This design comes from an exercise in tuning for small area on the open sky130 flow, not from production work.
At most, simulation tests tie the RTL to the original design; equivalence was not proved.
Only the layout flow was run in runs 1 and 3; the RTL was not checked for function there.
Power figures rest on the tool's default switching activity, not on a simulated workload.

===== flow/design.v =====
module pipeline_cpu(
	clk,
	rst_n,
	in_valid,
	instruction,
	dout,
	out_valid,
	ren,
	wen,
	addr,
	out_addr,
	din,
	out
);
input clk, rst_n, in_valid;
input [18:0] instruction;
input [15:0] dout;
output logic out_valid, ren, wen;
output logic [15:0] out, din;
output logic [3:0] out_addr, addr;
localparam K_NOP = 3'd0, K_ONE = 3'd1, K_ABS = 3'd2, K_MUL = 3'd3, K_LD = 3'd4, K_ST = 3'd5;
localparam C_NOP = 2'd0, C_ONE = 2'd1, C_MUL = 2'd2, C_ST = 2'd3;
logic [255:0] rf;    
logic [15:0] rv;     
logic        a_v;
logic [14:0] a_ins;      
logic [15:0] a_s, a_t;
logic        b_v;
logic [2:0]  b_k;
logic [7:0]  b_d;
logic [31:0] b_w;
logic        c_v;
logic [1:0]  c_k;
logic [7:0]  c_d;
logic [31:0] c_w;
wire i_mem = instruction[18:17] == 2'b10;
wire [3:0] i_sa = i_mem ? instruction[11:8] : instruction[15:12];
wire [3:0] i_ta = i_mem ? instruction[15:12] : instruction[11:8];
wire [15:0] rd_s, rd_t;
rf_rd u_rs (.a(i_sa), .v(rv), .f(rf), .y(rd_s));
rf_rd u_rt (.a(i_ta), .v(rv), .f(rf), .y(rd_t));
always_ff @(posedge clk) begin
	a_ins <= {instruction[18:16], instruction[11:0]};
	a_s   <= rd_s;
	a_t   <= rd_t;
end
wire [2:0] a_op = a_ins[14:12];
wire [3:0] a_frt = a_ins[11:8];
wire [7:0] a_imm = a_ins[7:0];
wire [3:0] a_fn = a_ins[3:0];
wire a_rr  = a_op == 3'b000;
wire a_sub = (a_rr && a_fn == 4'd3) || a_op == 3'b011;
wire [15:0] a_y = a_rr ? a_t : {8'd0, a_imm};
wire [16:0] a_sum = {1'b0, a_s} + {1'b0, a_y ^ {16{a_sub}}};
logic [2:0]  a_k;
logic [7:0]  a_d;
logic [16:0] a_r;
always_comb begin
	a_k = K_NOP;
	a_d = {4'd0, a_frt};
	a_r = a_sum;
	case (a_op)
		3'b000: begin
			a_k = a_fn == 4'd3 ? K_ABS : K_ONE;
			a_d = {4'd0, a_imm[7:4]};
			case (a_fn)
				4'd0: a_r = {1'b0, a_s & a_t};
				4'd1: a_r = {1'b0, a_s | a_t};
				4'd2, 4'd3: a_r = a_sum;
				default: a_r = 17'd0;
			endcase
		end
		3'b001: begin a_k = K_MUL; a_d = a_imm; end
		3'b010: a_k = K_ONE;
		3'b011: a_k = K_ABS;
		3'b100: a_k = K_ST;
		3'b101: begin a_k = K_LD; a_r = {9'd0, a_imm}; end
		default: ;
	endcase
end
wire [31:0] prod;
mul16 u_mul (.a(a_s), .b(a_t), .p(prod));
always_ff @(posedge clk) begin
	b_k <= a_k;
	b_d <= a_d;
	b_w[31:17] <= prod[31:17];    
	b_w[16:0] <= (a_op == 3'b001) ? prod[16:0] : a_r;
end
wire a_st = a_v && a_op == 3'b100;
wire a_ld = a_v && a_op == 3'b101;
wire b_st = b_v && b_k == K_ST;
wire b_ld = b_v && b_k == K_LD;
always_ff @(posedge clk or negedge rst_n) begin
	if (!rst_n) begin
		a_v <= 1'b0;
		b_v <= 1'b0;
		c_v <= 1'b0;
		wen <= 1'b0;
		ren <= 1'b0;
		addr <= 4'd0;
		din <= 16'd0;
	end else begin
		a_v <= in_valid;
		b_v <= a_v;
		c_v <= b_v;
		wen <= a_st && !b_st;
		ren <= a_ld && !b_ld;
		if (a_st || a_ld) addr <= a_t[3:0];
		if (a_st) din <= a_sum[15:0];
	end
end
wire b_ldk = b_k == K_LD;
wire [15:0] b_p = b_ldk ? dout : b_w[15:0] ^ {16{!b_w[16]}};
wire [7:0]  b_q = b_w[7:0] & {8{b_ldk}};
wire [15:0] b_sum = b_p + {8'd0, b_q} + {15'd0, !b_ldk && b_w[16]};
always_ff @(posedge clk) begin
	c_d <= b_d;
	case (b_k)
		K_ONE: c_k <= C_ONE;
		K_ABS: c_k <= C_ONE;
		K_LD:  c_k <= C_ONE;
		K_MUL: c_k <= C_MUL;
		K_ST:  c_k <= C_ST;
		default: c_k <= C_NOP;
	endcase
	c_w[31:16] <= b_w[31:16];     
	case (b_k)
		K_LD, K_ABS: c_w[15:0] <= b_sum;
		K_ST:  c_w[15:0] <= din;
		default: c_w[15:0] <= b_w[15:0];
	endcase
end
wire c_one = c_v && c_k == C_ONE;
wire c_mul = c_v && c_k == C_MUL;
wire c_st  = c_v && c_k == C_ST;
wire [15:0] lo = c_w[15:0];
wire [15:0] hi = c_w[31:16];
wire [3:0] rd_o;
rf_rd4 u_ro (.a(c_d[3:0]), .v(rv), .f(rf), .y(rd_o));
logic [15:0] wl, wh;
always_comb
	for (int i = 0; i < 16; i++) begin
		wl[i] = (c_one || c_mul) && c_d[3:0] == i;
		wh[i] = c_mul && c_d[7:4] == i && c_d[3:0] != i;
	end
always_ff @(posedge clk or negedge rst_n) begin
	if (!rst_n) begin
		out_valid <= 1'b0;
		out <= 16'd0;
		out_addr <= 4'd0;
		rv <= 16'd0;
	end else begin
		if (c_v) out_valid <= 1'b1;
		if (c_one) begin
			out <= lo;
			out_addr <= c_d[3:0];
		end
		if (c_mul) begin
			out <= hi & lo;
			out_addr <= c_d[7:4] + c_d[3:0];
		end
		if (c_st) begin
			out <= lo;
			out_addr <= rd_o[3:0];
		end
		rv <= rv | wl | wh;
	end
end
wire [255:0] rf_nx;
genvar gi, gb;
generate for (gi = 0; gi < 16; gi = gi + 1) begin : g_wr
	wire hold = !(wl[gi] || wh[gi]);
	for (gb = 0; gb < 16; gb = gb + 1) begin : g_b
		rf_bit u_b (.wl(wl[gi]), .wh(wh[gi]), .hold(hold), .lo(lo[gb]), .hi(hi[gb]), .r(rf[16*gi+gb]), .d(rf_nx[16*gi+gb]));
	end
end endgenerate
always_ff @(posedge clk) rf <= rf_nx;
endmodule
module rf_bit(input wl, wh, hold, lo, hi, r, output d);
assign d = (wl & lo) | (wh & hi) | (hold & r);
endmodule
module rf_rd(input [3:0] a, input [15:0] v, input [255:0] f, output [15:0] y);
wire [15:0] s;
genvar i, b;
generate for (i = 0; i < 16; i = i + 1) begin : g_s
	assign s[i] = v[i] && a == i;
end
for (b = 0; b < 16; b = b + 1) begin : g_b
	wire [5:0] n;
	wire m0, m1;
	for (i = 0; i < 5; i = i + 1) begin : g_d
		aoi222 u_a (.a(s[3*i]), .b(f[16*(3*i)+b]), .c(s[3*i+1]), .d(f[16*(3*i+1)+b]), .e(s[3*i+2]), .f(f[16*(3*i+2)+b]), .y(n[i]));
	end
	nand2 u_l (.a(s[15]), .b(f[16*15+b]), .y(n[5]));
	nand3 u_n0 (.a(n[0]), .b(n[1]), .c(n[2]), .y(m0));
	nand3 u_n1 (.a(n[3]), .b(n[4]), .c(n[5]), .y(m1));
	or2 u_o (.a(m0), .b(m1), .y(y[b]));
end endgenerate
endmodule
module rf_rd4(input [3:0] a, input [15:0] v, input [255:0] f, output [3:0] y);
wire [15:0] s;
genvar i, b;
generate for (i = 0; i < 16; i = i + 1) begin : g_s
	assign s[i] = v[i] && a == i;
end
for (b = 0; b < 4; b = b + 1) begin : g_b
	wire [5:0] n;
	wire m0, m1;
	for (i = 0; i < 5; i = i + 1) begin : g_d
		aoi222 u_a (.a(s[3*i]), .b(f[16*(3*i)+b]), .c(s[3*i+1]), .d(f[16*(3*i+1)+b]), .e(s[3*i+2]), .f(f[16*(3*i+2)+b]), .y(n[i]));
	end
	nand2 u_l (.a(s[15]), .b(f[16*15+b]), .y(n[5]));
	nand3 u_n0 (.a(n[0]), .b(n[1]), .c(n[2]), .y(m0));
	nand3 u_n1 (.a(n[3]), .b(n[4]), .c(n[5]), .y(m1));
	or2 u_o (.a(m0), .b(m1), .y(y[b]));
end endgenerate
endmodule
module aoi222(input a, b, c, d, e, f, output y);
assign y = ~((a & b) | (c & d) | (e & f));
endmodule
module nand3(input a, b, c, output y);
assign y = ~(a & b & c);
endmodule
module nand2(input a, b, output y);
assign y = ~(a & b);
endmodule
module or2(input a, b, output y);
assign y = a | b;
endmodule
module mul16(input [15:0] a, input [15:0] b, output [31:0] p);
wire [255:0] pp;
genvar gi, gj;
generate for (gi = 0; gi < 16; gi = gi + 1) begin : g_i for (gj = 0; gj < 16; gj = gj + 1) begin : g_j assign pp[gi*16+gj] = ~(a[gi] & b[gj]); end end endgenerate
wire t1;
wire t2;
wire t3;
wire t4;
wire t5;
wire t6;
wire t7;
wire t8;
wire t9;
wire t10;
wire t11;
wire t12;
wire t13;
wire t14;
wire t15;
wire t16;
wire t17;
wire t18;
wire t19;
wire t20;
wire t21;
wire t22;
wire t23;
wire t24;
wire t25;
wire t26;
wire t27;
wire t28;
wire t29;
wire t30;
wire t31;
wire t32;
wire t33;
wire t34;
wire t35;
wire t36;
wire t37;
wire t38;
wire t39;
wire t40;
wire t41;
wire t42;
wire t43;
wire t44;
wire t45;
wire t46;
wire t47;
wire t48;
wire t49;
wire t50;
wire t51;
wire t52;
wire t53;
wire t54;
wire t55;
wire t56;
wire t57;
wire t58;
wire t59;
wire t60;
wire t61;
wire t62;
wire t63;
wire t64;
wire t65;
wire t66;
wire t67;
wire t68;
wire t69;
wire t70;
wire t71;
wire t72;
wire t73;
wire t74;
wire t75;
wire t76;
wire t77;
wire t78;
wire t79;
wire t80;
wire t81;
wire t82;
wire t83;
wire t84;
wire t85;
wire t86;
wire t87;
wire t88;
wire t89;
wire t90;
wire t91;
wire t92;
wire t93;
wire t94;
wire t95;
wire t96;
wire t97;
wire t98;
wire t99;
wire t100;
wire t101;
wire t102;
wire t103;
wire t104;
wire t105;
wire t106;
wire t107;
wire t108;
wire t109;
wire t110;
wire t111;
wire t112;
wire t113;
wire t114;
wire t115;
wire t116;
wire t117;
wire t118;
wire t119;
wire t120;
wire t121;
wire t122;
wire t123;
wire t124;
wire t125;
wire t126;
wire t127;
wire t128;
wire t129;
wire t130;
wire t131;
wire t132;
wire t133;
wire t134;
wire t135;
wire t136;
wire t137;
wire t138;
wire t139;
wire t140;
wire t141;
wire t142;
wire t143;
wire t144;
wire t145;
wire t146;
wire t147;
wire t148;
wire t149;
wire t150;
wire t151;
wire t152;
wire t153;
wire t154;
wire t155;
wire t156;
wire t157;
wire t158;
wire t159;
wire t160;
wire t161;
wire t162;
wire t163;
wire t164;
wire t165;
wire t166;
wire t167;
wire t168;
wire t169;
wire t170;
wire t171;
wire t172;
wire t173;
wire t174;
wire t175;
wire t176;
wire t177;
wire t178;
wire t179;
wire t180;
wire t181;
wire t182;
wire t183;
wire t184;
wire t185;
wire t186;
wire t187;
wire t188;
wire t189;
wire t190;
wire t191;
wire t192;
wire t193;
wire t194;
wire t195;
wire t196;
wire t197;
wire t198;
wire t199;
wire t200;
wire t201;
wire t202;
wire t203;
wire t204;
wire t205;
wire t206;
wire t207;
wire t208;
wire t209;
wire t210;
wire t211;
wire t212;
wire t213;
wire t214;
wire t215;
wire t216;
wire t217;
wire t218;
wire t219;
wire t220;
wire t221;
wire t222;
wire t223;
wire t224;
wire t225;
wire t226;
wire t227;
wire t228;
wire t229;
wire t230;
wire t231;
wire t232;
wire t233;
wire t234;
wire t235;
wire t236;
wire t237;
wire t238;
wire t239;
wire t240;
wire t241;
wire t242;
wire t243;
wire t244;
wire t245;
wire t246;
wire t247;
wire t248;
wire t249;
wire t250;
wire t251;
wire t252;
wire t253;
wire t254;
wire t255;
wire t256;
wire t257;
wire t258;
wire t259;
wire t260;
wire t261;
wire t262;
wire t263;
wire t264;
wire t265;
wire t266;
wire t267;
wire t268;
wire t269;
wire t270;
wire t271;
wire t272;
wire t273;
wire t274;
wire t275;
wire t276;
wire t277;
wire t278;
wire t279;
wire t280;
wire t281;
wire t282;
wire t283;
wire t284;
wire t285;
wire t286;
wire t287;
wire t288;
wire t289;
wire t290;
wire t291;
wire t292;
wire t293;
wire t294;
wire t295;
wire t296;
wire t297;
wire t298;
wire t299;
wire t300;
wire t301;
wire t302;
wire t303;
wire t304;
wire t305;
wire t306;
wire t307;
wire t308;
wire t309;
wire t310;
wire t311;
wire t312;
wire t313;
wire t314;
wire t315;
wire t316;
wire t317;
wire t318;
wire t319;
wire t320;
wire t321;
wire t322;
wire t323;
wire t324;
wire t325;
wire t326;
wire t327;
wire t328;
wire t329;
wire t330;
wire t331;
wire t332;
wire t333;
wire t334;
wire t335;
wire t336;
wire t337;
wire t338;
wire t339;
wire t340;
wire t341;
wire t342;
wire t343;
wire t344;
wire t345;
wire t346;
wire t347;
wire t348;
wire t349;
wire t350;
wire t351;
wire t352;
wire t353;
wire t354;
wire t355;
wire t356;
wire t357;
wire t358;
wire t359;
wire t360;
wire t361;
wire t362;
wire t363;
wire t364;
wire t365;
wire t366;
wire t367;
wire t368;
wire t369;
wire t370;
wire t371;
wire t372;
wire t373;
wire t374;
wire t375;
wire t376;
wire t377;
wire t378;
wire t379;
wire t380;
wire t381;
wire t382;
wire t383;
wire t384;
wire t385;
wire t386;
wire t387;
wire t388;
wire t389;
wire t390;
wire t391;
wire t392;
wire t393;
wire t394;
wire t395;
wire t396;
wire t397;
wire t398;
wire t399;
wire t400;
wire t401;
wire t402;
wire t403;
wire t404;
wire t405;
wire t406;
wire t407;
wire t408;
wire t409;
wire t410;
wire t411;
wire t412;
wire t413;
wire t414;
wire t415;
wire t416;
wire t417;
wire t418;
wire t419;
wire t420;
wire t421;
wire t422;
wire t423;
wire t424;
wire t425;
wire t426;
wire t427;
wire t428;
wire t429;
wire t430;
wire t431;
wire t432;
wire t433;
wire t434;
wire t435;
wire t436;
fa ut1 (.a(pp[13]), .b(pp[28]), .c(1'b1), .s(t1), .co(t2));
fa ut3 (.a(pp[14]), .b(pp[29]), .c(pp[44]), .s(t3), .co(t4));
fa ut5 (.a(pp[59]), .b(pp[74]), .c(1'b1), .s(t5), .co(t6));
fa ut7 (.a(pp[15]), .b(pp[30]), .c(pp[45]), .s(t7), .co(t8));
fa ut9 (.a(pp[60]), .b(pp[75]), .c(pp[90]), .s(t9), .co(t10));
fa ut11 (.a(pp[105]), .b(pp[120]), .c(1'b1), .s(t11), .co(t12));
fa ut13 (.a(pp[31]), .b(pp[46]), .c(pp[61]), .s(t13), .co(t14));
fa ut15 (.a(pp[76]), .b(pp[91]), .c(pp[106]), .s(t15), .co(t16));
fa ut17 (.a(pp[121]), .b(pp[136]), .c(1'b1), .s(t17), .co(t18));
fa ut19 (.a(pp[47]), .b(pp[62]), .c(pp[77]), .s(t19), .co(t20));
fa ut21 (.a(pp[92]), .b(pp[107]), .c(pp[122]), .s(t21), .co(t22));
fa ut23 (.a(pp[63]), .b(pp[78]), .c(pp[93]), .s(t23), .co(t24));
fa ut25 (.a(pp[9]), .b(pp[24]), .c(1'b1), .s(t25), .co(t26));
fa ut27 (.a(pp[10]), .b(pp[25]), .c(pp[40]), .s(t27), .co(t28));
fa ut29 (.a(pp[55]), .b(pp[70]), .c(1'b1), .s(t29), .co(t30));
fa ut31 (.a(pp[11]), .b(pp[26]), .c(pp[41]), .s(t31), .co(t32));
fa ut33 (.a(pp[56]), .b(pp[71]), .c(pp[86]), .s(t33), .co(t34));
fa ut35 (.a(pp[101]), .b(pp[116]), .c(1'b1), .s(t35), .co(t36));
fa ut37 (.a(pp[12]), .b(pp[27]), .c(pp[42]), .s(t37), .co(t38));
fa ut39 (.a(pp[57]), .b(pp[72]), .c(pp[87]), .s(t39), .co(t40));
fa ut41 (.a(pp[102]), .b(pp[117]), .c(pp[132]), .s(t41), .co(t42));
fa ut43 (.a(pp[147]), .b(pp[162]), .c(1'b1), .s(t43), .co(t44));
fa ut45 (.a(pp[43]), .b(pp[58]), .c(pp[73]), .s(t45), .co(t46));
fa ut47 (.a(pp[88]), .b(pp[103]), .c(pp[118]), .s(t47), .co(t48));
fa ut49 (.a(pp[133]), .b(pp[148]), .c(pp[163]), .s(t49), .co(t50));
fa ut51 (.a(pp[178]), .b(pp[193]), .c(pp[208]), .s(t51), .co(t52));
fa ut53 (.a(pp[89]), .b(pp[104]), .c(pp[119]), .s(t53), .co(t54));
fa ut55 (.a(pp[134]), .b(pp[149]), .c(pp[164]), .s(t55), .co(t56));
fa ut57 (.a(pp[179]), .b(pp[194]), .c(pp[209]), .s(t57), .co(t58));
fa ut59 (.a(pp[224]), .b(t3), .c(t5), .s(t59), .co(t60));
fa ut61 (.a(pp[135]), .b(pp[150]), .c(pp[165]), .s(t61), .co(t62));
fa ut63 (.a(pp[180]), .b(pp[195]), .c(pp[210]), .s(t63), .co(t64));
fa ut65 (.a(pp[225]), .b(pp[240]), .c(t7), .s(t65), .co(t66));
fa ut67 (.a(t9), .b(t11), .c(t4), .s(t67), .co(t68));
fa ut69 (.a(pp[151]), .b(pp[166]), .c(pp[181]), .s(t69), .co(t70));
fa ut71 (.a(pp[196]), .b(pp[211]), .c(pp[226]), .s(t71), .co(t72));
fa ut73 (.a(pp[241]), .b(t13), .c(t15), .s(t73), .co(t74));
fa ut75 (.a(t17), .b(t8), .c(t10), .s(t75), .co(t76));
fa ut77 (.a(pp[137]), .b(pp[152]), .c(pp[167]), .s(t77), .co(t78));
fa ut79 (.a(pp[182]), .b(pp[197]), .c(pp[212]), .s(t79), .co(t80));
fa ut81 (.a(pp[227]), .b(pp[242]), .c(t19), .s(t81), .co(t82));
fa ut83 (.a(t21), .b(t14), .c(t16), .s(t83), .co(t84));
fa ut85 (.a(pp[108]), .b(pp[123]), .c(pp[138]), .s(t85), .co(t86));
fa ut87 (.a(pp[153]), .b(pp[168]), .c(pp[183]), .s(t87), .co(t88));
fa ut89 (.a(pp[198]), .b(pp[213]), .c(pp[228]), .s(t89), .co(t90));
fa ut91 (.a(pp[243]), .b(t23), .c(t20), .s(t91), .co(t92));
fa ut93 (.a(pp[79]), .b(pp[94]), .c(pp[109]), .s(t93), .co(t94));
fa ut95 (.a(pp[124]), .b(pp[139]), .c(pp[154]), .s(t95), .co(t96));
fa ut97 (.a(pp[169]), .b(pp[184]), .c(pp[199]), .s(t97), .co(t98));
fa ut99 (.a(pp[214]), .b(pp[229]), .c(pp[244]), .s(t99), .co(t100));
fa ut101 (.a(pp[95]), .b(pp[110]), .c(pp[125]), .s(t101), .co(t102));
fa ut103 (.a(pp[140]), .b(pp[155]), .c(pp[170]), .s(t103), .co(t104));
fa ut105 (.a(pp[185]), .b(pp[200]), .c(pp[215]), .s(t105), .co(t106));
fa ut107 (.a(pp[111]), .b(pp[126]), .c(pp[141]), .s(t107), .co(t108));
fa ut109 (.a(pp[156]), .b(pp[171]), .c(pp[186]), .s(t109), .co(t110));
fa ut111 (.a(pp[127]), .b(pp[142]), .c(pp[157]), .s(t111), .co(t112));
fa ut113 (.a(pp[6]), .b(pp[21]), .c(1'b1), .s(t113), .co(t114));
fa ut115 (.a(pp[7]), .b(pp[22]), .c(pp[37]), .s(t115), .co(t116));
fa ut117 (.a(pp[52]), .b(pp[67]), .c(1'b1), .s(t117), .co(t118));
fa ut119 (.a(pp[8]), .b(pp[23]), .c(pp[38]), .s(t119), .co(t120));
fa ut121 (.a(pp[53]), .b(pp[68]), .c(pp[83]), .s(t121), .co(t122));
fa ut123 (.a(pp[98]), .b(pp[113]), .c(1'b1), .s(t123), .co(t124));
fa ut125 (.a(pp[39]), .b(pp[54]), .c(pp[69]), .s(t125), .co(t126));
fa ut127 (.a(pp[84]), .b(pp[99]), .c(pp[114]), .s(t127), .co(t128));
fa ut129 (.a(pp[129]), .b(pp[144]), .c(t25), .s(t129), .co(t130));
fa ut131 (.a(pp[85]), .b(pp[100]), .c(pp[115]), .s(t131), .co(t132));
fa ut133 (.a(pp[130]), .b(pp[145]), .c(pp[160]), .s(t133), .co(t134));
fa ut135 (.a(t27), .b(t29), .c(t26), .s(t135), .co(t136));
fa ut137 (.a(pp[131]), .b(pp[146]), .c(pp[161]), .s(t137), .co(t138));
fa ut139 (.a(pp[176]), .b(t31), .c(t33), .s(t139), .co(t140));
fa ut141 (.a(t35), .b(t28), .c(t30), .s(t141), .co(t142));
fa ut143 (.a(pp[177]), .b(pp[192]), .c(t37), .s(t143), .co(t144));
fa ut145 (.a(t39), .b(t41), .c(t43), .s(t145), .co(t146));
fa ut147 (.a(t32), .b(t34), .c(t36), .s(t147), .co(t148));
fa ut149 (.a(t1), .b(t45), .c(t47), .s(t149), .co(t150));
fa ut151 (.a(t49), .b(t51), .c(t38), .s(t151), .co(t152));
fa ut153 (.a(t40), .b(t42), .c(t44), .s(t153), .co(t154));
fa ut155 (.a(t2), .b(t53), .c(t55), .s(t155), .co(t156));
fa ut157 (.a(t57), .b(t59), .c(t46), .s(t157), .co(t158));
fa ut159 (.a(t48), .b(t50), .c(t52), .s(t159), .co(t160));
fa ut161 (.a(t6), .b(t61), .c(t63), .s(t161), .co(t162));
fa ut163 (.a(t65), .b(t67), .c(t54), .s(t163), .co(t164));
fa ut165 (.a(t56), .b(t58), .c(t60), .s(t165), .co(t166));
fa ut167 (.a(t12), .b(t69), .c(t71), .s(t167), .co(t168));
fa ut169 (.a(t73), .b(t75), .c(t62), .s(t169), .co(t170));
fa ut171 (.a(t64), .b(t66), .c(t68), .s(t171), .co(t172));
fa ut173 (.a(t18), .b(t77), .c(t79), .s(t173), .co(t174));
fa ut175 (.a(t81), .b(t83), .c(t70), .s(t175), .co(t176));
fa ut177 (.a(t72), .b(t74), .c(t76), .s(t177), .co(t178));
fa ut179 (.a(t22), .b(t85), .c(t87), .s(t179), .co(t180));
fa ut181 (.a(t89), .b(t91), .c(t78), .s(t181), .co(t182));
fa ut183 (.a(t80), .b(t82), .c(t84), .s(t183), .co(t184));
fa ut185 (.a(t24), .b(t93), .c(t95), .s(t185), .co(t186));
fa ut187 (.a(t97), .b(t99), .c(t86), .s(t187), .co(t188));
fa ut189 (.a(t88), .b(t90), .c(t92), .s(t189), .co(t190));
fa ut191 (.a(pp[230]), .b(pp[245]), .c(t101), .s(t191), .co(t192));
fa ut193 (.a(t103), .b(t105), .c(t94), .s(t193), .co(t194));
fa ut195 (.a(t96), .b(t98), .c(t100), .s(t195), .co(t196));
fa ut197 (.a(pp[201]), .b(pp[216]), .c(pp[231]), .s(t197), .co(t198));
fa ut199 (.a(pp[246]), .b(t107), .c(t109), .s(t199), .co(t200));
fa ut201 (.a(t102), .b(t104), .c(t106), .s(t201), .co(t202));
fa ut203 (.a(pp[172]), .b(pp[187]), .c(pp[202]), .s(t203), .co(t204));
fa ut205 (.a(pp[217]), .b(pp[232]), .c(pp[247]), .s(t205), .co(t206));
fa ut207 (.a(t111), .b(t108), .c(t110), .s(t207), .co(t208));
fa ut209 (.a(pp[143]), .b(pp[158]), .c(pp[173]), .s(t209), .co(t210));
fa ut211 (.a(pp[188]), .b(pp[203]), .c(pp[218]), .s(t211), .co(t212));
fa ut213 (.a(pp[233]), .b(pp[248]), .c(t112), .s(t213), .co(t214));
fa ut215 (.a(pp[159]), .b(pp[174]), .c(pp[189]), .s(t215), .co(t216));
fa ut217 (.a(pp[204]), .b(pp[219]), .c(pp[234]), .s(t217), .co(t218));
fa ut219 (.a(pp[175]), .b(pp[190]), .c(pp[205]), .s(t219), .co(t220));
fa ut221 (.a(pp[4]), .b(pp[19]), .c(1'b1), .s(t221), .co(t222));
fa ut223 (.a(pp[5]), .b(pp[20]), .c(pp[35]), .s(t223), .co(t224));
fa ut225 (.a(pp[50]), .b(pp[65]), .c(1'b1), .s(t225), .co(t226));
fa ut227 (.a(pp[36]), .b(pp[51]), .c(pp[66]), .s(t227), .co(t228));
fa ut229 (.a(pp[81]), .b(pp[96]), .c(t113), .s(t229), .co(t230));
fa ut231 (.a(pp[82]), .b(pp[97]), .c(pp[112]), .s(t231), .co(t232));
fa ut233 (.a(t115), .b(t117), .c(t114), .s(t233), .co(t234));
fa ut235 (.a(pp[128]), .b(t119), .c(t121), .s(t235), .co(t236));
fa ut237 (.a(t123), .b(t116), .c(t118), .s(t237), .co(t238));
fa ut239 (.a(t125), .b(t127), .c(t129), .s(t239), .co(t240));
fa ut241 (.a(t120), .b(t122), .c(t124), .s(t241), .co(t242));
fa ut243 (.a(t131), .b(t133), .c(t135), .s(t243), .co(t244));
fa ut245 (.a(t126), .b(t128), .c(t130), .s(t245), .co(t246));
fa ut247 (.a(t137), .b(t139), .c(t141), .s(t247), .co(t248));
fa ut249 (.a(t132), .b(t134), .c(t136), .s(t249), .co(t250));
fa ut251 (.a(t143), .b(t145), .c(t147), .s(t251), .co(t252));
fa ut253 (.a(t138), .b(t140), .c(t142), .s(t253), .co(t254));
fa ut255 (.a(t149), .b(t151), .c(t153), .s(t255), .co(t256));
fa ut257 (.a(t144), .b(t146), .c(t148), .s(t257), .co(t258));
fa ut259 (.a(t155), .b(t157), .c(t159), .s(t259), .co(t260));
fa ut261 (.a(t150), .b(t152), .c(t154), .s(t261), .co(t262));
fa ut263 (.a(t161), .b(t163), .c(t165), .s(t263), .co(t264));
fa ut265 (.a(t156), .b(t158), .c(t160), .s(t265), .co(t266));
fa ut267 (.a(t167), .b(t169), .c(t171), .s(t267), .co(t268));
fa ut269 (.a(t162), .b(t164), .c(t166), .s(t269), .co(t270));
fa ut271 (.a(t173), .b(t175), .c(t177), .s(t271), .co(t272));
fa ut273 (.a(t168), .b(t170), .c(t172), .s(t273), .co(t274));
fa ut275 (.a(t179), .b(t181), .c(t183), .s(t275), .co(t276));
fa ut277 (.a(t174), .b(t176), .c(t178), .s(t277), .co(t278));
fa ut279 (.a(t185), .b(t187), .c(t189), .s(t279), .co(t280));
fa ut281 (.a(t180), .b(t182), .c(t184), .s(t281), .co(t282));
fa ut283 (.a(t191), .b(t193), .c(t195), .s(t283), .co(t284));
fa ut285 (.a(t186), .b(t188), .c(t190), .s(t285), .co(t286));
fa ut287 (.a(t197), .b(t199), .c(t201), .s(t287), .co(t288));
fa ut289 (.a(t192), .b(t194), .c(t196), .s(t289), .co(t290));
fa ut291 (.a(t203), .b(t205), .c(t207), .s(t291), .co(t292));
fa ut293 (.a(t198), .b(t200), .c(t202), .s(t293), .co(t294));
fa ut295 (.a(t209), .b(t211), .c(t213), .s(t295), .co(t296));
fa ut297 (.a(t204), .b(t206), .c(t208), .s(t297), .co(t298));
fa ut299 (.a(pp[249]), .b(t215), .c(t217), .s(t299), .co(t300));
fa ut301 (.a(t210), .b(t212), .c(t214), .s(t301), .co(t302));
fa ut303 (.a(pp[220]), .b(pp[235]), .c(pp[250]), .s(t303), .co(t304));
fa ut305 (.a(t219), .b(t216), .c(t218), .s(t305), .co(t306));
fa ut307 (.a(pp[191]), .b(pp[206]), .c(pp[221]), .s(t307), .co(t308));
fa ut309 (.a(pp[236]), .b(pp[251]), .c(t220), .s(t309), .co(t310));
fa ut311 (.a(pp[207]), .b(pp[222]), .c(pp[237]), .s(t311), .co(t312));
fa ut313 (.a(pp[3]), .b(pp[18]), .c(1'b1), .s(t313), .co(t314));
fa ut315 (.a(pp[34]), .b(pp[49]), .c(pp[64]), .s(t315), .co(t316));
fa ut317 (.a(pp[80]), .b(t223), .c(t225), .s(t317), .co(t318));
fa ut319 (.a(t227), .b(t229), .c(t224), .s(t319), .co(t320));
fa ut321 (.a(t231), .b(t233), .c(t228), .s(t321), .co(t322));
fa ut323 (.a(t235), .b(t237), .c(t232), .s(t323), .co(t324));
fa ut325 (.a(t239), .b(t241), .c(t236), .s(t325), .co(t326));
fa ut327 (.a(t243), .b(t245), .c(t240), .s(t327), .co(t328));
fa ut329 (.a(t247), .b(t249), .c(t244), .s(t329), .co(t330));
fa ut331 (.a(t251), .b(t253), .c(t248), .s(t331), .co(t332));
fa ut333 (.a(t255), .b(t257), .c(t252), .s(t333), .co(t334));
fa ut335 (.a(t259), .b(t261), .c(t256), .s(t335), .co(t336));
fa ut337 (.a(t263), .b(t265), .c(t260), .s(t337), .co(t338));
fa ut339 (.a(t267), .b(t269), .c(t264), .s(t339), .co(t340));
fa ut341 (.a(t271), .b(t273), .c(t268), .s(t341), .co(t342));
fa ut343 (.a(t275), .b(t277), .c(t272), .s(t343), .co(t344));
fa ut345 (.a(t279), .b(t281), .c(t276), .s(t345), .co(t346));
fa ut347 (.a(t283), .b(t285), .c(t280), .s(t347), .co(t348));
fa ut349 (.a(t287), .b(t289), .c(t284), .s(t349), .co(t350));
fa ut351 (.a(t291), .b(t293), .c(t288), .s(t351), .co(t352));
fa ut353 (.a(t295), .b(t297), .c(t292), .s(t353), .co(t354));
fa ut355 (.a(t299), .b(t301), .c(t296), .s(t355), .co(t356));
fa ut357 (.a(t303), .b(t305), .c(t300), .s(t357), .co(t358));
fa ut359 (.a(t307), .b(t309), .c(t304), .s(t359), .co(t360));
fa ut361 (.a(pp[252]), .b(t311), .c(t308), .s(t361), .co(t362));
fa ut363 (.a(pp[223]), .b(pp[238]), .c(pp[253]), .s(t363), .co(t364));
fa ut365 (.a(pp[2]), .b(pp[17]), .c(1'b1), .s(t365), .co(t366));
fa ut367 (.a(pp[33]), .b(pp[48]), .c(t313), .s(t367), .co(t368));
fa ut369 (.a(t221), .b(t315), .c(t314), .s(t369), .co(t370));
fa ut371 (.a(t222), .b(t317), .c(t316), .s(t371), .co(t372));
fa ut373 (.a(t226), .b(t319), .c(t318), .s(t373), .co(t374));
fa ut375 (.a(t230), .b(t321), .c(t320), .s(t375), .co(t376));
fa ut377 (.a(t234), .b(t323), .c(t322), .s(t377), .co(t378));
fa ut379 (.a(t238), .b(t325), .c(t324), .s(t379), .co(t380));
fa ut381 (.a(t242), .b(t327), .c(t326), .s(t381), .co(t382));
fa ut383 (.a(t246), .b(t329), .c(t328), .s(t383), .co(t384));
fa ut385 (.a(t250), .b(t331), .c(t330), .s(t385), .co(t386));
fa ut387 (.a(t254), .b(t333), .c(t332), .s(t387), .co(t388));
fa ut389 (.a(t258), .b(t335), .c(t334), .s(t389), .co(t390));
fa ut391 (.a(t262), .b(t337), .c(t336), .s(t391), .co(t392));
fa ut393 (.a(t266), .b(t339), .c(t338), .s(t393), .co(t394));
fa ut395 (.a(t270), .b(t341), .c(t340), .s(t395), .co(t396));
fa ut397 (.a(t274), .b(t343), .c(t342), .s(t397), .co(t398));
fa ut399 (.a(t278), .b(t345), .c(t344), .s(t399), .co(t400));
fa ut401 (.a(t282), .b(t347), .c(t346), .s(t401), .co(t402));
fa ut403 (.a(t286), .b(t349), .c(t348), .s(t403), .co(t404));
fa ut405 (.a(t290), .b(t351), .c(t350), .s(t405), .co(t406));
fa ut407 (.a(t294), .b(t353), .c(t352), .s(t407), .co(t408));
fa ut409 (.a(t298), .b(t355), .c(t354), .s(t409), .co(t410));
fa ut411 (.a(t302), .b(t357), .c(t356), .s(t411), .co(t412));
fa ut413 (.a(t306), .b(t359), .c(t358), .s(t413), .co(t414));
fa ut415 (.a(t310), .b(t361), .c(t360), .s(t415), .co(t416));
fa ut417 (.a(t312), .b(t363), .c(t362), .s(t417), .co(t418));
fa ut419 (.a(pp[239]), .b(pp[254]), .c(t364), .s(t419), .co(t420));
fa ut421 (.a(pp[1]), .b(pp[16]), .c(1'b1), .s(t421), .co(t422));
fa ut423 (.a(pp[32]), .b(t365), .c(t422), .s(t423), .co(t424));
fa ut425 (.a(t367), .b(t366), .c(t424), .s(t425), .co(t426));
fa ut427 (.a(t369), .b(t368), .c(t426), .s(t427), .co(t428));
fa ut429 (.a(t371), .b(t370), .c(t428), .s(t429), .co(t430));
fa ut431 (.a(t373), .b(t372), .c(t430), .s(t431), .co(t432));
fa ut433 (.a(t375), .b(t374), .c(t432), .s(t433), .co(t434));
fa ut435 (.a(t377), .b(t376), .c(t434), .s(t435), .co(t436));
wire [22:0] rr;
wire [22:0] rx = ~{1'b1, pp[255], t419, t417, t415, t413, t411, t409, t407, t405, t403, t401, t399, t397, t395, t393, t391, t389, t387, t385, t383, t381, t379};
wire [22:0] ry = ~{1'b1, t420, t418, t416, t414, t412, t410, t408, t406, t404, t402, t400, t398, t396, t394, t392, t390, t388, t386, t384, t382, t380, t378};
wire rc = ~t436;
assign rr = ~(rx + ry + rc);
assign p = ~{rr[22], rr[21], rr[20], rr[19], rr[18], rr[17], rr[16], rr[15], rr[14], rr[13], rr[12], rr[11], rr[10], rr[9], rr[8], rr[7], rr[6], rr[5], rr[4], rr[3], rr[2], rr[1], rr[0], t435, t433, t431, t429, t427, t425, t423, t421, pp[0]};
endmodule
module fa(input a, b, c, output s, co);
assign s = a ^ b ^ c;
assign co = (a & b) | (a & c) | (b & c);
endmodule
module ha(input a, b, output s, co);
assign s = a ^ b;
assign co = a & b;
endmodule

===== flow/standard.sh =====
#!/bin/bash
# synth_recipe.tcl (not shown) runs the flow's synth.tcl, then flattens the netlist and writes it again
# the make line also repeats each setting of config.mk as NAME=value (left out here)
make -C /OpenROAD-flow-scripts/flow DESIGN_CONFIG=/design/flow/config.mk WORK_HOME=/design/flow/orfs CLKGATE_MAP_FILE= SYNTH_SCRIPT=/design/flow/synth_recipe.tcl "${@:-finish}"

===== flow/flow/run.sh =====
#!/bin/bash
# Own layout flow: the standard ORFS flow (standard.sh, with its standard synthesis),
# with these changes:
#  - ports buffered with buf_1 (the smallest buffer) instead of ORFS's default choice
#  - clock tree without dummy loads, from small clock buffers
#  - power recovery (downsizing gates off the critical paths) after global routing
# Each make step's full output is in orfs/logs/; make's own output is in standard.log here.
set -euo pipefail
bash standard.sh finish \
	"BUFFER_PORTS_ARGS=-buffer_cell sky130_fd_sc_hd__buf_1" \
	"CTS_ARGS=-sink_clustering_enable -repair_clock_nets -dont_use_dummy_load -buf_list {sky130_fd_sc_hd__clkbuf_4 sky130_fd_sc_hd__clkbuf_8}" \
	RECOVER_POWER=100 > standard.log 2>&1

===== flow/constraint.sdc =====
create_clock -name core_clock -period 7.0 [get_ports {clk}]
set_input_delay 1.4000 -clock core_clock [delete_from_list [all_inputs] [get_ports {clk}]]
set_output_delay 1.4000 -clock core_clock [all_outputs]
set_load 0.01 [all_outputs]

===== flow/config.mk =====
export PLATFORM = sky130hd
export DESIGN_NAME = pipeline_cpu
export DESIGN_NICKNAME = pipeline_cpu
export VERILOG_FILES = /design/flow/design.v
export SDC_FILE = /design/flow/constraint.sdc
export NUM_CORES = 4
export LEC_CHECK = 0
export CAP_MARGIN = 20
export CORE_MARGIN = 2
export CORE_UTILIZATION = 40
export SLEW_MARGIN = 20
export SYNTH_HIERARCHICAL = 1

==> results.tsv, run 1 <==
metric	value	unit
rsz0062_at_grt	false	
rows	95	
finalSetupTns	0	ns
fin_util	44.2	%
grt_max_degree	63	
routedWlPerCell	25.8	um
r2r_end	b_w[29]	
cts_tree	yes	
drc	0	
clock-sinks	450	
dieHeight	264	um
power.density	354	nW/um^2
pwr-share-comb	35.0	%
drtAntennaViolNets	0	
grt_pass1_vias	24800	
ys_warn_count	7	
wl_met3	9910	um
startpoint_type	flop	
wl	98500	um
r2r_start	a_s[1]	
worst_path_most_repeated_cell	fa_1	
nets	3250	
core_area	66900	sq um
so.violations	max-capacitance violations, max-slew violations	
worstMarginPinSlew	4.08	ns
m1WireLength	38800	um
slowest_stage	dfxtp_1	
cp.required	7.55	ns
finalMaxSlewViolations	63	
slowest_delay	0.57	ns
power.share.switching	42.1	%
fin_crit	6.39	ns
startpoint	a_s[1]	
post_cts_resized	0	
numCtsBuffers	79	
die_w	264	um
drv_cap	2	
worstPathArrival	6.94	ns
root_buffer	clkbuf_8	
drt-pass1-iter-count	15	
antenna_found_initial	3	
area_growth	9.77	%
yosysUniqueCellTypes	64	
synth-main-ff-cell	dfxtp_1	
grt_first_pass_wirelength	151000	um
dieArea	69500	sq um
cts_hold_buf	0	
reg2regPathDepth	18	
overflow	0	
power.total	10.5	mW
power_frac_clock	19.2	%
avgSynthCellArea	9.70	sq um
slew_headroom	-172	%
critPathCapture	b_w[29]	
cts_buffer_depth	3	
seq_area_frac_synth	34.5	%
hold_violations	0	
crit_type	reg -> reg	
fin_skew	0.0757	ns
io_pins	81	
first_iter_violations	4985	
cp_max_fo	10	
vias	24800	
cp-end-kind	flop	
clock.fmax	0.156	GHz
regToRegSetupSlack	0.61	ns
io_buffers	80	
htree_levels	3	
status	finished with violations	
hp-class	reg -> reg	
crit_chain	nand2_1 -> fa_1 -> fa_1 -> fa_1 -> fa_1 -> fa_1 -> fa_1 -> fa_1 -> fa_1 -> fa_1 -> inv_1 -> fa_1 -> a21o_1 -> a221o_1 -> a31oi_1 -> o41a_1 -> o21a_1 -> xnor2_1	
setup_violations	0	
syn-cell-area	27000	sq um
irDropWorstVdd	0.176	mV
top_layer	met4	
power.leakage	11.9	nW
via_per_inst	6.52	
pwr-share-seq	45.8	%
start_util	40.3	%
routabilityCongestion	0.957	
clk_latency	0.70	ns
synth_edf_count	0	
cell_internal_pwr	6.06	mW
cts.clk_slew.worst_paths	0.06	ns
dr_wl_met2	44500	um
grtUsageTotal	27.8	%
hpwl	71500	um
post-route-period-util	91.3	%
synthCells	2782	
ys_ff_latch	450	
net-switching-power	4.41	mW
postCtsSetupRepairBufs	0	
async_flop_share	13.8	%
drive_above_1_share	5.65	%
==> cells by family after synthesis <==
logic type | Yosys count | synth area share [%]
AOI/OAI and AO/OA | 710 | 22.6
xor gates and xnor gates | 83 | 2.70
adders and majority gates | 285 | 19.3
buffers and inverters | 425 | 5.96
DFF | 450 | 34.5
muxes | 32 | 1.25
other | 1 | 0.0139
and+or+nand+nor | 796 | 13.6
==> placed cells by master, fill, tap and decap left out, types with 22 or more instances in the layout <==
| master | netlist | final |
|---|---|---|
| nand2_1 | 406 | 407 |
| ha_1 | 48 | 48 |
| xor2_1 | 33 | 33 |
| and3_1 | 53 | 53 |
| inv_1 | 320 | 320 |
| clkbuf_1 | 88 | 32 |
| or2_0 | 0 | 28 |
| clkbuf_8 | 0 | 79 |
| dfxtp_1 | 388 | 388 |
| buf_1 | 9 | 79 |
| nor2_1 | 100 | 100 |
| or3_1 | 20 | 22 |
| a21oi_1 | 57 | 58 |
| o21ai_0 | 106 | 106 |
| a22oi_1 | 22 | 22 |
| dfrtp_1 | 62 | 62 |
| fa_1 | 224 | 224 |
| nand3_1 | 85 | 85 |
| xnor2_1 | 50 | 50 |
| a222oi_1 | 440 | 440 |
| buf_4 | 1 | 56 |
==> per-module statistics from Yosys, one instance, submodules excluded <==
| module | flops+latches | copies in the design | cells |
|---|---|---|---|
| pipeline_cpu | 450 | 1 | 1151 |
| mul16 | 0 | 1 | 505 |
| rf_rd | 0 | 2 | 24 |
| rf_rd4 | 0 | 1 | 24 |
| fa | 0 | 218 | 1 |
| rf_bit | 0 | 256 | 2 |
| aoi222 | 0 | 180 | 1 |
| or2 | 0 | 36 | 1 |
| nand3 | 0 | 72 | 1 |
| nand2 | 0 | 36 | 1 |
==> synth_stat cells (all sizes together) (48+ instances only) <==
cell type  count  area (sq um)
and3          54           339
xnor2         50           438
nand3         85           425
dfxtp        388          7770
a21oi         59           303
nand2        407          1530
o21ai        107           536
inv          320          1200
ha            48           601
fa           224          4480
dfrtp         62          1550
nor2         100           375
a222oi       440          4400
clkbuf        88           330
==> registers in the layout, indices dropped and copies added, names as in the netlist, 15 cells and up <==
name	cells
a_ins	15
a_s	16
a_t	16
b_w	32
c_w	32
din	16
out	16
rf	256
rv	16
==> critical path, delay by kind of cell (launching register included) <==
| kind | cells | cell delay, ns |
|---|---|---|
| AND/OR/NAND/NOR | 1 | 0.15 |
| flip-flops | 1 | 0.57 |
| adder cells (fa/ha/maj) | 10 | 4.07 |
| XOR/XNOR | 1 | 0.13 |
| AO/OA/AOI/OAI | 5 | 1.27 |
| buffers and inverters | 1 | 0.11 |
==> through the flow <==
| stage | hold WS, ns | instance area (sq um) | setup slack (ns) | cells |
|---|---|---|---|---|
| detailed placement | 0.313 | 28800 | 0.550 | 3732 |
| finish | 0.304 | 29600 | 0.610 | 3812 |
| global placement | 0.313 | 28800 | 0.657 | 3732 |
| floorplan | 0.310 | 27000 | 0.869 | 2797 |
| CTS | 0.304 | 29900 | 0.551 | 3811 |
| global route | 0.310 | 29600 | 0.246 | 3812 |
==> final cells by class <==
cell class              instances  area [sq um]
multi-input cells            1922         16100
flip-flops and latches        450          9320
inverters                     320          1200
diodes                          1          2.50
repair buffers                167           837
fillers                      6579         37300
clock buffers                  79          1090
well taps                     873          1090
==> layer usage <==
metal  vias up  GRT usage, %
li1      10700             -
met1     12200          37.2
met2      1605          43.7
met3       295          4.42
met4         0          14.3
met5         -             0
==> power by group through the flow <==
| stage | logic (mW) | clock network (mW) | registers, mW |
|---|---|---|---|
| 3_3_place_gp | 3.55 | 0 | 4.73 |
| 4_1_cts | 3.65 | 2.05 | 4.74 |
| 3_5_place_dp | 3.63 | 0 | 4.78 |
| 5_1_grt | 4.06 | 2.15 | 4.91 |
| 6_report | 3.67 | 2.01 | 4.79 |
| 2_1_floorplan | 2.64 | 0 | 4.29 |
==> worst min path at each step <==
stage	start	to	slack [ns]	cells past startpoint
2_1_floorplan	b_d[0]	c_d[0]	0.31	0
3_3_place_gp	b_d[6]	c_d[6]	0.31	0
3_5_place_dp	b_w[29]	c_w[29]	0.31	0
4_1_cts	b_d[1]	c_d[1]	0.30	0
5_1_grt	b_d[1]	c_d[1]	0.31	0
6_report	b_d[4]	c_d[4]	0.30	0
==> run 2: changes to the inputs <==
--- a/flow/design.v
+++ b/flow/design.v
@@ -36,9 +36,15 @@
 wire i_mem = instruction[18:17] == 2'b10;
 wire [3:0] i_sa = i_mem ? instruction[11:8] : instruction[15:12];
 wire [3:0] i_ta = i_mem ? instruction[15:12] : instruction[11:8];
+logic [15:0] s_s, s_t;
+always_comb
+	for (int i = 0; i < 16; i++) begin
+		s_s[i] = rv[i] && i_sa == i;
+		s_t[i] = rv[i] && i_ta == i;
+	end
 wire [15:0] rd_s, rd_t;
-rf_rd u_rs (.a(i_sa), .v(rv), .f(rf), .y(rd_s));
-rf_rd u_rt (.a(i_ta), .v(rv), .f(rf), .y(rd_t));
+rf_rd u_rs (.s(s_s), .f(rf), .y(rd_s));
+rf_rd u_rt (.s(s_t), .f(rf), .y(rd_t));
 always_ff @(posedge clk) begin
 	a_ins <= {instruction[18:16], instruction[11:0]};
 	a_s   <= rd_s;
@@ -51,7 +57,15 @@
 wire a_rr  = a_op == 3'b000;
 wire a_sub = (a_rr && a_fn == 4'd3) || a_op == 3'b011;
 wire [15:0] a_y = a_rr ? a_t : {8'd0, a_imm};
-wire [16:0] a_sum = {1'b0, a_s} + {1'b0, a_y ^ {16{a_sub}}};
+wire [15:0] a_yx = a_y ^ {16{a_sub}};
+wire [16:0] a_sum;
+wire [8:0] a_c;       
+assign a_c[0] = 1'b0;
+genvar ga;
+generate for (ga = 0; ga < 8; ga = ga + 1) begin : g_as
+	fa u_f (.a(a_s[ga]), .b(a_yx[ga]), .c(a_c[ga]), .s(a_sum[ga]), .co(a_c[ga+1]));
+end endgenerate
+assign a_sum[16:8] = {1'b0, a_s[15:8]} + {1'b0, a_yx[15:8]} + {8'd0, a_c[8]};
 logic [2:0]  a_k;
 logic [7:0]  a_d;
 logic [16:0] a_r;
@@ -112,7 +126,17 @@
 wire b_ldk = b_k == K_LD;
 wire [15:0] b_p = b_ldk ? dout : b_w[15:0] ^ {16{!b_w[16]}};
 wire [7:0]  b_q = b_w[7:0] & {8{b_ldk}};
-wire [15:0] b_sum = b_p + {8'd0, b_q} + {15'd0, !b_ldk && b_w[16]};
+wire [15:0] b_sum;
+wire [8:0]  b_c;       
+wire [8:0]  b_t;       
+assign b_c[0] = !b_ldk && b_w[16];
+assign b_t[0] = 1'b1;
+genvar gk;
+generate for (gk = 0; gk < 8; gk = gk + 1) begin : g_bs
+	fa u_f (.a(b_p[gk]), .b(b_q[gk]), .c(b_c[gk]), .s(b_sum[gk]), .co(b_c[gk+1]));
+	assign b_t[gk+1] = b_t[gk] && b_p[8+gk];
+	assign b_sum[8+gk] = b_p[8+gk] ^ (b_c[8] && b_t[gk]);
+end endgenerate
 always_ff @(posedge clk) begin
 	c_d <= b_d;
 	case (b_k)
@@ -126,8 +150,7 @@
 	c_w[31:16] <= b_w[31:16];     
 	case (b_k)
 		K_LD, K_ABS: c_w[15:0] <= b_sum;
-		K_ST:  c_w[15:0] <= din;
-		default: c_w[15:0] <= b_w[15:0];
+		default: c_w[15:0] <= b_w[15:0];    
 	endcase
 end
 wire c_one = c_v && c_k == C_ONE;
@@ -135,14 +158,16 @@
 wire c_st  = c_v && c_k == C_ST;
 wire [15:0] lo = c_w[15:0];
 wire [15:0] hi = c_w[31:16];
-wire [3:0] rd_o;
-rf_rd4 u_ro (.a(c_d[3:0]), .v(rv), .f(rf), .y(rd_o));
-logic [15:0] wl, wh;
+logic [15:0] dl, s_o, wl, wh;
 always_comb
 	for (int i = 0; i < 16; i++) begin
-		wl[i] = (c_one || c_mul) && c_d[3:0] == i;
-		wh[i] = c_mul && c_d[7:4] == i && c_d[3:0] != i;
+		dl[i] = c_d[3:0] == i;
+		s_o[i] = rv[i] && dl[i];
+		wl[i] = (c_one || c_mul) && dl[i];
+		wh[i] = c_mul && c_d[7:4] == i && !dl[i];
 	end
+wire [3:0] rd_o;
+rf_rd4 u_ro (.s(s_o), .f(rf), .y(rd_o));
 always_ff @(posedge clk or negedge rst_n) begin
 	if (!rst_n) begin
 		out_valid <= 1'b0;
@@ -179,13 +204,9 @@
 module rf_bit(input wl, wh, hold, lo, hi, r, output d);
 assign d = (wl & lo) | (wh & hi) | (hold & r);
 endmodule
-module rf_rd(input [3:0] a, input [15:0] v, input [255:0] f, output [15:0] y);
-wire [15:0] s;
+module rf_rd(input [15:0] s, input [255:0] f, output [15:0] y);
 genvar i, b;
-generate for (i = 0; i < 16; i = i + 1) begin : g_s
-	assign s[i] = v[i] && a == i;
-end
-for (b = 0; b < 16; b = b + 1) begin : g_b
+generate for (b = 0; b < 16; b = b + 1) begin : g_b
 	wire [5:0] n;
 	wire m0, m1;
 	for (i = 0; i < 5; i = i + 1) begin : g_d
@@ -197,13 +218,9 @@
 	or2 u_o (.a(m0), .b(m1), .y(y[b]));
 end endgenerate
 endmodule
-module rf_rd4(input [3:0] a, input [15:0] v, input [255:0] f, output [3:0] y);
-wire [15:0] s;
+module rf_rd4(input [15:0] s, input [255:0] f, output [3:0] y);
 genvar i, b;
-generate for (i = 0; i < 16; i = i + 1) begin : g_s
-	assign s[i] = v[i] && a == i;
-end
-for (b = 0; b < 4; b = b + 1) begin : g_b
+generate for (b = 0; b < 4; b = b + 1) begin : g_b
 	wire [5:0] n;
 	wire m0, m1;
 	for (i = 0; i < 5; i = i + 1) begin : g_d
==> flow/flow/run.sh (replaced) <==
#!/bin/bash
# Own layout flow: the standard ORFS flow (standard.sh, with its standard synthesis),
# with these changes:
#  - ports buffered with buf_1 (the smallest buffer) instead of ORFS's default choice
#  - clock tree without dummy loads, from small clock buffers in clusters of up to 14 flip-flops
#  - before global routing, downsizing of gates off the critical paths (flow/pre_grt.tcl),
#    followed by the standard repairs
# Each make step's full output is in orfs/logs/; make's own output is in standard.log here.
set -euo pipefail
bash standard.sh finish \
	"BUFFER_PORTS_ARGS=-buffer_cell sky130_fd_sc_hd__buf_1" \
	"CTS_ARGS=-sink_clustering_enable -repair_clock_nets -dont_use_dummy_load -buf_list {sky130_fd_sc_hd__clkbuf_4 sky130_fd_sc_hd__clkbuf_8} -sink_clustering_buffer sky130_fd_sc_hd__clkbuf_8 -sink_clustering_size 14 -sink_clustering_max_diameter 70" \
	"PRE_GLOBAL_ROUTE_TCL=$PWD/flow/pre_grt.tcl" > standard.log 2>&1
==> flow/flow/pre_grt.tcl (new file) <==
# Before global routing: downsize gates off the critical paths (placement parasitics),
# then repair slew, capacitance and fanout again, since downsizing ignores them.
estimate_parasitics -placement
repair_timing -recover_power 100 -match_cell_footprint -verbose
repair_design -match_cell_footprint -cap_margin 20 -slew_margin 20 -verbose
detailed_placement
==> run 2 against run 1 <==
  * The run now finishes clean
  * Setup slack got worse by 0.22 ns
  * Die area fell by 1.4%
  * First-iteration DRC count fell by 4.3%
  * Count of clock-buffer cells in the layout fell by 36
  * Critical path type unchanged
  * Utilization fell by 0.39 points
  * Critical path depth did not move
  * Critical endpoint unchanged
==> results.tsv, run 2 <==
metric	value	unit	change
htree_levels	2		-1
synth-main-ff-cell	dfxtp_1		
core_area	65700	sq um	-1.8%
pwr-share-comb	35.3	%	+0.3 points
cp_max_fo	12		+2
io_pins	81		unchanged
cp-end-kind	flop		
worst_path_most_repeated_cell	fa_1		
hold_start	b_w[26]		
fin_skew	0.0949	ns	+0.0192 ns
finalMaxSlewViolations	0		-100%
synth_fa_ha_area_share	19.8	%	+0.51 points
crit_chain	buf_1 -> nand2_1 -> fa_1 -> fa_1 -> fa_1 -> fa_1 -> fa_1 -> fa_1 -> fa_1 -> fa_1 -> inv_1 -> fa_1 -> a21o_1 -> a221o_1 -> a31oi_1 -> o41a_1 -> o21a_1 -> xnor2_1		
clk_latency	0.67	ns	-0.03 ns
reg_top3	rf: 256 flops, b_w: 32 flops, c_w: 32 flops		
r2r_end	b_w[29]		
fin_cells	3703		-2.9%
drive_above_1_share	5.43	%	-0.22 points
worstPathArrival	7.16	ns	+0.22 ns
cts_buffer_depth	3		unchanged
ys_ff_latch	450		unchanged
routedWlPerCell	25.5	um	-1.4%
r2r_start	a_s[0]		
numCtsBuffers	43		-46%
nFillCells	6341		-3.6%
muxShareOfSynthArea	1.36	%	+0.12 points
fin_util	43.9	%	-0.39 points
yosysUniqueCellTypes	75		+17%
grt_max_degree	34		-46%
net-switching-power	3.99	mW	-9.7%
rsz0062_at_grt	false		
multi_input_area	15700	sq um	-2.0%
regToRegSetupSlack	0.39	ns	-0.22 ns
synth_top_area_cell	dfxtp_1		
root_buffer	clkbuf_8		
drv_cap	0		-2
final_common_cell	a222oi_1		
worstMarginPinSlew	1.14	ns	-2.94 ns
power.leakage	11.6	nW	-2.1%
ys_warn_count	7		unchanged
synthCells	2712		-2.5%
routabilityCongestion	0.934		-2.5%
power.share.switching	42.4	%	+0.32 points
drc	0		unchanged
cts_hold_buf	0		unchanged
placed_cells	3656		-2.0%
die_w	262	um	-0.71%
layout_common_cells	444 x a222oi_1, 431 x nand2_1, 388 x dfxtp_1, 323 x inv_1, 239 x fa_1		
fin_crit	6.61	ns	+0.217 ns
slowest_stage	fa_1		
grt_pass1_vias	24200		-2.6%
regMostFlops	rf		
cell_internal_pwr	5.41	mW	-11%
cp.required	7.55	ns	about the same
synth_edf_count	0		unchanged
synth_simple_gate_area_share	13.9	%	+0.27 points
power.total	9.39	mW	-10%
hpwl	68800	um	-3.8%
slowest_delay	0.59	ns	+0.02 ns
synth-compound-area-share	21.6	%	-0.93 points
nets	3149		-3.1%
hp-class	reg -> reg		
regArea	9320	sq um	unchanged
pwr-share-seq	49.5	%	+3.7 points
first_iter_violations	4771		-4.3%
drt-pass1-iter-count	13		-2
seq_area_frac_synth	35.0	%	+0.50 points
drtAntennaViolNets	0		unchanged
syn-cell-area	26600	sq um	-1.4%
cts.clk_slew.worst_paths	0.09	ns	+0.03 ns
wl	94300	um	-4.2%
startpoint_type	flop		
netlist.area_leader.share	29.2	%	+0.42 points
hold_violations	0		unchanged
dieHeight	262	um	-0.71%
clock-sinks	450		unchanged
rows	94		-1.1%
clock.fmax	0.151	GHz	-3.3%
whs_endpoint	c_w[26]		
synth_top_family_by_area	compound AO/OA/AOI/OAI gates		
status	complete, no violations		
avgSynthCellArea	9.80	sq um	+1.1%
timing.hold.ws	0.299	ns	-0.00515 ns
setup_violations	0		unchanged
irDropWorstVdd	0.151	mV	-14%
synth_area_leaders	dfxtp_1 29%, fa_1 18%, a222oi_1 17%		
grtUsageTotal	27.2	%	-0.58 points
whs_path_depth	0		unchanged
reg2regPathDepth	18		unchanged
synth_common_cells	444 x a222oi_1, 431 x nand2_1, 388 x dfxtp_1, 323 x inv_1, 239 x fa_1		
post-route-period-util	94.4	%	+3.1 points
power.density	326	nW/um^2	-7.9%
via_per_inst	6.55		+0.43%
power_frac_clock	15.3	%	-3.9 points
start_util	40.4	%	+0.13 points
cts_tree	yes		
grt_first_pass_wirelength	145000	um	-4.0%
area_growth	8.45	%	
antenna_found_initial	1		-2
overflow	0		unchanged
vias	24200		-2.4%
dieArea	68500	sq um	-1.4%
slew_headroom	23.9	%	+200 points
crit_type	reg -> reg		
largest_reg_flops	256		unchanged
synth.most_common_cell	a222oi_1		
post_cts_resized	0		unchanged
synth_xor_xnor_area_share	2.04	%	-0.65 points
finalSetupTns	0	ns	unchanged
io_buffers	80		unchanged
async_flop_share	13.8	%	unchanged
==> run 2: timing repair <==
item,CTS,global route
setup buffers,0,1
hold endpoints to repair,0,0
endpoints found under the setup margin,0,2
==> run 2: cell type report <==
| type | count | share of cell area, % |
|---|---|---|
| antenna | 1 | 0.00868 |
| timing repair buffer | 168 | 3.07 |
| clock buffer | 43 | 2.05 |
| inverter | 323 | 4.20 |
| multi-input combinational | 1854 | 54.6 |
| sequential | 450 | 32.3 |
| tap | 864 | 3.75 |
==> run 2: per-module statistics from Yosys (local to each module, per instance), a selection <==
| module | cells inside | flops+latches | times used |
|---|---|---|---|
| aoi222 | 1 | 0 | 180 |
| fa | 1 | 0 | 234 |
| mul16 | 505 | 0 | 1 |
| nand2 | 1 | 0 | 36 |
| nand3 | 1 | 0 | 72 |
| or2 | 1 | 0 | 36 |
| pipeline_cpu | 1137 | 450 | 1 |
| rf_bit | 2 | 0 | 256 |
==> run 2: how the worst max path moves through the flow <==
stage / slack, ns / cells past startpoint / startpoint / endpoint
after global routing: 0.08 / 18 / a_s[0] / b_w[29]
after detailed placement: 0.49 / 22 / a_ins[13] / b_w[14]
after CTS: 0.46 / 22 / a_ins[13] / b_w[14]
after floorplan: 0.62 / 23 / a_ins[13] / din[14]
after global placement: 0.62 / 22 / a_ins[13] / din[14]
final: 0.39 / 18 / a_s[0] / b_w[29]
==> run 2: metal layers <==
layer  share of wire (%)  vias to the layer above  track usage (%)
met5                   0                        -                0
met4                 4.8                        0             12.2
met3                 9.7                      263             3.83
met2                  46                     1552             44.3
met1                  39                    12100             36.1
li1                    -                    10300                -
==> run 2: stage by stage <==
stage | instance area, sq um | setup WS (ns)
2_1_floorplan | 26600 | 0.619
3_3_place_gp | 28400 | 0.621
3_5_place_dp | 28400 | 0.495
4_1_cts | 29000 | 0.459
5_1_grt | 28800 | 0.0811
6_report | 28800 | 0.392
==> run 2: logic make-up after synthesis <==
family	after synthesis
compound gates	653
buf+inv	423
xor+xnor	62
fa+ha+maj	280
flops	450
mux	35
simple gates	807
other cells	2
==> run 2: power groups by stage <==
stage	sequential, mW	combinational, mW	clock [mW]
detailed placement	4.65	3.29	0
finish	4.65	3.31	1.43
floorplan	4.21	2.34	0
CTS	4.60	3.30	1.47
global route	4.76	3.68	1.56
global placement	4.59	3.20	0
==> run 2: worst max-delay path, delay by kind of cell, from the launching register on <==
family / cells / cell delay [ns]
simple gates: 1 / 0.17
buf+inv: 2 / 0.61
xor+xnor: 1 / 0.12
fa+ha+maj: 9 / 3.86
flops: 1 / 0.49
compound gates: 5 / 1.28
==> run 3: changes to the inputs <==
--- a/flow/design.v
+++ b/flow/design.v
@@ -45,8 +45,11 @@
 wire [15:0] rd_s, rd_t;
 rf_rd u_rs (.s(s_s), .f(rf), .y(rd_s));
 rf_rd u_rt (.s(s_t), .f(rf), .y(rd_t));
+logic a_rr, a_sub;
 always_ff @(posedge clk) begin
 	a_ins <= {instruction[18:16], instruction[11:0]};
+	a_rr  <= instruction[18:16] == 3'b000;
+	a_sub <= (instruction[18:16] == 3'b000 && instruction[3:0] == 4'd3) || instruction[18:16] == 3'b011;
 	a_s   <= rd_s;
 	a_t   <= rd_t;
 end
@@ -54,8 +57,6 @@
 wire [3:0] a_frt = a_ins[11:8];
 wire [7:0] a_imm = a_ins[7:0];
 wire [3:0] a_fn = a_ins[3:0];
-wire a_rr  = a_op == 3'b000;
-wire a_sub = (a_rr && a_fn == 4'd3) || a_op == 3'b011;
 wire [15:0] a_y = a_rr ? a_t : {8'd0, a_imm};
 wire [15:0] a_yx = a_y ^ {16{a_sub}};
 wire [16:0] a_sum;
==> flow/flow/run.sh (replaced) <==
#!/bin/bash
# Own layout flow: the standard ORFS flow (standard.sh, with its standard synthesis
# script synth_recipe.tcl), with these changes:
#  - ABC maps the logic with flow/abc.script, an area-oriented mapping script, in place of
#    ORFS's delay-oriented abc_speed.script. ORFS's scripts folder is copied to orfs_scripts/
#    and only that one file is replaced in the copy.
#  - ports buffered with buf_1 (the smallest buffer) instead of ORFS's default choice
#  - clock tree without dummy loads, from small clock buffers in clusters of up to 14 flip-flops
#  - before global routing, downsizing of gates off the critical paths (flow/pre_grt.tcl),
#    followed by the standard repairs
# Each make step's full output is in orfs/logs/; make's own output is in standard.log here.
set -euo pipefail
rm -rf orfs_scripts
cp -r "$FLOW_HOME/scripts" orfs_scripts
cp flow/abc.script orfs_scripts/abc_speed.script
bash standard.sh finish \
	"SCRIPTS_DIR=$PWD/orfs_scripts" \
	"BUFFER_PORTS_ARGS=-buffer_cell sky130_fd_sc_hd__buf_1" \
	"CTS_ARGS=-sink_clustering_enable -repair_clock_nets -dont_use_dummy_load -buf_list {sky130_fd_sc_hd__clkbuf_4 sky130_fd_sc_hd__clkbuf_8} -sink_clustering_buffer sky130_fd_sc_hd__clkbuf_8 -sink_clustering_size 14 -sink_clustering_max_diameter 70" \
	"PRE_GLOBAL_ROUTE_TCL=$PWD/flow/pre_grt.tcl" > standard.log 2>&1
==> flow/flow/abc.script (new file) <==
&get -n
&st
&dch
&nf
&st
&syn2
&dch
&nf
&put
==> run 3 against run 2 <==
  * Sequential share of layout area increased by 0.45 points
  * Fmax shrank 0.36%
  * Global-route usage rose by 0.56 points
  * Clock skew shrank 0.022 ns
  * Final cell count shrank 1.5%
  * Wire length is essentially flat
  * Sequential power increased by 4.7%
  * Worst hold slack improved by 0.018 ns
  * Total power grew 8.2%
  * Critical path type unchanged
  * Largest cell class unchanged
  * Largest power group unchanged
  * Highest routed layer is now met5
==> results.tsv, run 3 <==
metric	value	unit	change
slowest_delay	0.74	ns	+0.15 ns
hold_violations	0		unchanged
htree_levels	2		unchanged
rows	93		-1.1%
fin_area	28600	sq um	-0.94%
irDropWorstVdd	0.197	mV	+30%
grtUsageTotal	27.8	%	+0.56 points
routedWlPerCell	25.9	um	+1.6%
worstMarginPinSlew	1.17	ns	+0.0308 ns
power.leakage	9.30	nW	-20%
finalMaxSlewViolations	0		unchanged
slowest_stage	buf_1		
ys_warn_count	7		unchanged
fin_crit	6.63	ns	+0.0239 ns
root_buffer	clkbuf_8		
rsz0062_at_grt	false		
whs_path_depth	0		unchanged
die_w	258	um	-1.3%
seq_area_frac_synth	36.1	%	+1.1 points
postCtsSetupRepairBufs	0		unchanged
layout_common_cells	436 x a222oi_1, 390 x dfxtp_1, 380 x nand2_1, 328 x clkinv_1, 239 x fa_1		
status	complete, no violations		
synthCells	2568		-5.3%
antenna_found_initial	2		+1
grt_first_pass_wirelength	145000	um	unchanged
worstPathArrival	7.15	ns	about the same
synth_top_area_cell	dfxtp_1		
crit_chain	buf_1 -> mux2i_1 -> xnor2_1 -> fa_1 -> fa_1 -> fa_1 -> fa_1 -> fa_1 -> fa_1 -> fa_1 -> fa_1 -> clkinv_1 -> fa_1 -> clkinv_1 -> fa_1 -> a21o_1 -> a21oi_1 -> o21ai_0 -> a21o_1 -> nand2_1 -> o21ai_0 -> o22a_1		
io_pins	81		unchanged
drive_above_1_share	4.55	%	-0.88 points
synth.most_common_cell	a222oi_1		
synth_area_leaders	dfxtp_1 30%, fa_1 18%, a222oi_1 17%		
antenna_cells	0		-1
avgSynthCellArea	10.1	sq um	+2.8%
dpl-instance-area	28100	sq um	-0.96%
whs_endpoint	c_d[6]		
fin_skew	0.0728	ns	-0.0221 ns
first_iter_violations	4588		-3.8%
reg2regPathDepth	22		+4
ys_ff_latch	452		+0.44%
setup_violations	0		unchanged
wl	94400	um	about the same
yosysUniqueCellTypes	48		-36%
regMostFlops	rf		
grt_max_degree	46		+35%
startpoint_type	flop		
clock-sinks	452		+0.44%
start_util	40.3	%	-0.13 points
power.density	356	nW/um^2	+9.2%
## run 3: cell count changes after synthesis, moves of 11 or more
cell / previous run / this run
inv_1: 323 / 0
or2_1: 36 / 0
clkbuf_1: 83 / 0
buf_1: 11 / 0
nor3_1: 22 / 40
clkinv_1: 0 / 328
a21oi_1: 53 / 73
and2_1: 13 / 0
mux2_1: 0 / 26
or2_0: 0 / 39
nand2b_1: 22 / 6
nand2_1: 431 / 380
and2_0: 0 / 40
and3_1: 51 / 37
## run 3: logic make-up (layout without fill, tap and decap cells)
family / count (synthesis) / in the layout / synth area share, %
DFF: 452 / 452 / 36.1
other: 2 / 17 / 0.0290
xor gates and xnor gates: 64 / 64 / 2.17
and+or+nand+nor: 752 / 752 / 13.2
adders and majority gates: 273 / 273 / 20.1
AOI/OAI and AO/OA: 652 / 652 / 21.8
muxes: 45 / 45 / 1.87
buffers and inverters: 328 / 536 / 4.76
## run 3: where the power goes
group	total (mW)	switching (mW)	internal, mW
Sequential	4.87	1.33	3.54
Combinational	3.89	2.26	1.64
Clock	1.40	0.885	0.512
Total	10.2	4.47	5.69
## run 3: cell type report
cell class	instances	area, sq um
fill	6280	35700
multi-input combinational	1803	15500
sequential	452	9360
inverter	328	1230
tap	855	1070
timing repair buffer	168	877
clock buffer	40	551
## run 3: how the worst max path moves through the flow
| stage | end | slack [ns] | cells after the start |
|---|---|---|---|
| floorplan | c_w[15] | 0.12 | 16 |
| global placement | b_w[25] | 0.53 | 20 |
| detailed placement | b_w[25] | 0.41 | 20 |
| CTS | b_w[25] | 0.35 | 20 |
| global route | b_w[14] | 0.04 | 22 |
| finish | b_w[14] | 0.37 | 22 |
## run 3: worst max-delay path, delay by kind of cell (launching register included)
kind / cells / cell delay [ns]
mux: 1 / 0.30
simple gates: 1 / 0.10
xor+xnor: 1 / 0.11
compound gates: 6 / 1.02
fa+ha+maj: 10 / 3.78
buf+inv: 3 / 0.90
flops: 1 / 0.31
## run 3: repair_timing
action                                  CTS  global route
endpoints found under the setup margin    0             1
resized for setup                         0             1
hold buffers                              0             0
## run 3: per-layer routing
metal  wire length (um)  part of all wire (%)  global-route usage (%)
met1              38400                    41                    37.2
met4               3790                   4.0                    11.1
met3               8810                   9.3                    4.17
met5                 13                 0.014                       0
met2              43400                    46                    45.2
## run 3: modules after synthesis (local to each module, per instance), a selection
module,cells,times used,flip-flops and latches
fa,1,234,0
nand2,1,36,0
rf_bit,2,256,0
pipeline_cpu,1061,1,452
or2,1,36,0
mul16,437,1,0
## run 3: stage by stage
step / utilization, % / setup slack, ns / cells
floorplan: - / 0.119 / 2583
global placement: 43.8 / 0.533 / 3604
detailed placement: 43.8 / 0.406 / 3604
CTS: 44.6 / 0.347 / 3644
global route: 44.5 / 0.0405 / 3646
finish: 44.5 / 0.368 / 3646

Setup slack of run 3, layout unchanged: 0.368 ns with ideal ports, 0.368 ns with driving cells assumed (clock clkbuf_16, inputs buf_2), 0.368 ns with port delays also shifted by the 0.677 ns mid clock arrival.
